This design comes from an exercise in tuning for small area, a short achievable clock period and few clock cycles per item on the open sky130 flow, not from production work. The RTL was checked by simulation tests, not by an equivalence proof against the original design. No activity file was given, so power comes from the tool's default toggle rates.

Design mul_fu, start of the top module:
module mul_fu (
    input  logic        clk,
    input  logic        rst_n,
    input  logic        in_valid,
    input  logic [3:0]  in_ctrl,
    input  logic [31:0] in_a,
    input  logic [31:0] in_b,
    input  logic [6:0]  in_tag,
    output logic        in_ready,
    output logic        out_req,
    output logic [6:0]  out_tag,
    output logic [31:0] out_data,
    input  logic        out_grant
);
clock: 10.0 ns
lec_check: 0
abc_clock_period_in_ps: 2500
cap_margin: 30
core_margin: 2
core_utilization: 70
cts_buf_list: sky130_fd_sc_hd__clkbuf_4 sky130_fd_sc_hd__clkbuf_8
place_density: 0.75
slew_margin: 50
synth_hierarchical: 1
synth_minimum_keep_size: 0
standard.sh (not shown) runs the stock make flow with config.mk's settings and CLKGATE_MAP_FILE= SYNTH_SCRIPT=/design/flow/synth_recipe.tcl, a recipe that flattens the netlist after the stock synthesis.
==> flow/flow/run.sh <==
#!/bin/bash
# Standard ORFS layout (the standard.sh), with the port buffers made plain
# buffers (buf_2) instead of the delay buffer buffer_ports picks by default.
set -euo pipefail
bash standard.sh synth > synth.log 2>&1
bash standard.sh BUFFER_PORTS_ARGS="-buffer_cell sky130_fd_sc_hd__buf_2" finish > layout.log 2>&1
The baseline went through all stages and came out clean.
Testbench counts at the start, summed over its fixed seeds: cycles 2,374, items 2,048.
Then changed:
Settings changed: CORE_UTILIZATION 70 to 60, CTS_BUF_LIST sky130_fd_sc_hd__clkbuf_4 sky130_fd_sc_hd__clkbuf_8 to sky130_fd_sc_hd__clkbuf_16, CTS_CLUSTER_DIAMETER set to 60, CTS_CLUSTER_SIZE set to 24, PLACE_DENSITY 0.75 to unset.
Design area barely changes.
Global-route usage falls by 4.3 points.
Sequential power is about the same.
Non-clock buffer count rises by 4.
Sequential cell count does not change.
First-iteration DRC count falls by 11%.
Wire length rises by 1.6%.
Core utilization falls by 11 points.
Worst setup slack is better by 0.063 ns.
Then changed:
Settings changed: CTS_BUF_LIST sky130_fd_sc_hd__clkbuf_16 to sky130_fd_sc_hd__clkbuf_4 sky130_fd_sc_hd__clkbuf_8, CTS_CLUSTER_DIAMETER 60 to unset, CTS_CLUSTER_SIZE 24 to unset.
The changed run completed without violations.
Final area rises by 0.48%.
Final cell count rises by 1.9%.
Worst setup slack gains 0.017 ns.
Non-clock buffer count stays the same.
Sequential power is about the same.
Fmax rises by about 0.5%.
Area after synthesis stays the same.

---

Starting RTL as in the previous note.
clock: 10.0 ns
lec_check: 0
abc_clock_period_in_ps: 2500
cap_margin: 30
core_margin: 2
core_utilization: 60
cts_buf_list: sky130_fd_sc_hd__clkbuf_8 sky130_fd_sc_hd__clkbuf_16
cts_cluster_diameter: 80
cts_cluster_size: 30
slew_margin: 50
synth_hierarchical: 1
synth_minimum_keep_size: 0
Scripts as last shown in full above: flow/flow/run.sh
Testbench counts at the start, summed over its fixed seeds: cycles 2,374, items 2,048.
Edit:
--- a/flow/config.mk
+++ b/flow/config.mk
@@ -10,6 +10,4 @@
 export CORE_MARGIN = 2
-export CORE_UTILIZATION = 60
-export CTS_BUF_LIST = sky130_fd_sc_hd__clkbuf_8 sky130_fd_sc_hd__clkbuf_16
-export CTS_CLUSTER_DIAMETER = 80
-export CTS_CLUSTER_SIZE = 30
+export CORE_UTILIZATION = 40
+export CTS_BUF_LIST = sky130_fd_sc_hd__clkbuf_4 sky130_fd_sc_hd__clkbuf_8
 export SLEW_MARGIN = 50
- The changed run went through all stages and came out clean
- design area went up by a few percent
- clock-buffer cell count went up by 53
- routed wire length went up by a little under a tenth
- synthesized area is unchanged
- total power went up by a few percent
- combinational power went up by a few percent
- critical path depth is unchanged
- via count stays flat
- clock power went up by well over a third
- clock skew stays flat
- cell count went up by roughly a tenth
Edit:
--- a/flow/config.mk
+++ b/flow/config.mk
@@ -10,4 +10,6 @@
 export CORE_MARGIN = 2
-export CORE_UTILIZATION = 40
-export CTS_BUF_LIST = sky130_fd_sc_hd__clkbuf_4 sky130_fd_sc_hd__clkbuf_8
+export CORE_UTILIZATION = 60
+export CTS_BUF_LIST = sky130_fd_sc_hd__clkbuf_8 sky130_fd_sc_hd__clkbuf_16
+export CTS_CLUSTER_DIAMETER = 60
+export CTS_CLUSTER_SIZE = 20
 export SLEW_MARGIN = 50
Outcome: The changed run went through all stages and came out clean. Final area falls by 2.1%. Worst setup slack gains 0.0046 ns. Final cell count falls by about 11%. Hold slack gains 0.010 ns.

afterwards: timing with drivers on the ports:
No port has a modelled driver above. Below, the same layouts with a new extraction and two added sets of constraints.
Step 1 (the two cells are an assumption about what drives the block):
set clk [get_ports {clk}]
set_driving_cell -lib_cell sky130_fd_sc_hd__clkbuf_16 $clk
set_driving_cell -lib_cell sky130_fd_sc_hd__buf_2 [delete_from_list [all_inputs] $clk]
Step 2 also shifts input and output timing later by t, the mid clock arrival at the registers, as if the neighbouring blocks saw the same clock.
Slacks: ideal ports / drivers / drivers and shift; pairs: ideal ports / drivers.
run | t, ns | slack for setup (ns) | cell pins on the clock port's net
the first run of note 1 | 0.625 | 6.423 / 6.423 / 6.423 | 1
the second run of note 1 | 0.611 | 6.485 / 6.485 / 6.485 | 1
the third run of note 1 | 0.665 | 6.502 / 6.502 / 6.502 | 1
the first run of note 2 | 0.581 | 6.458 / 6.458 / 6.458 | 1
the second run of note 2 | 0.679 | 6.459 / 6.459 / 6.459 | 1
the third run of note 2 | 0.614 | 6.464 / 6.464 / 6.464 | 1
After both steps setup and hold are still met in every run listed.
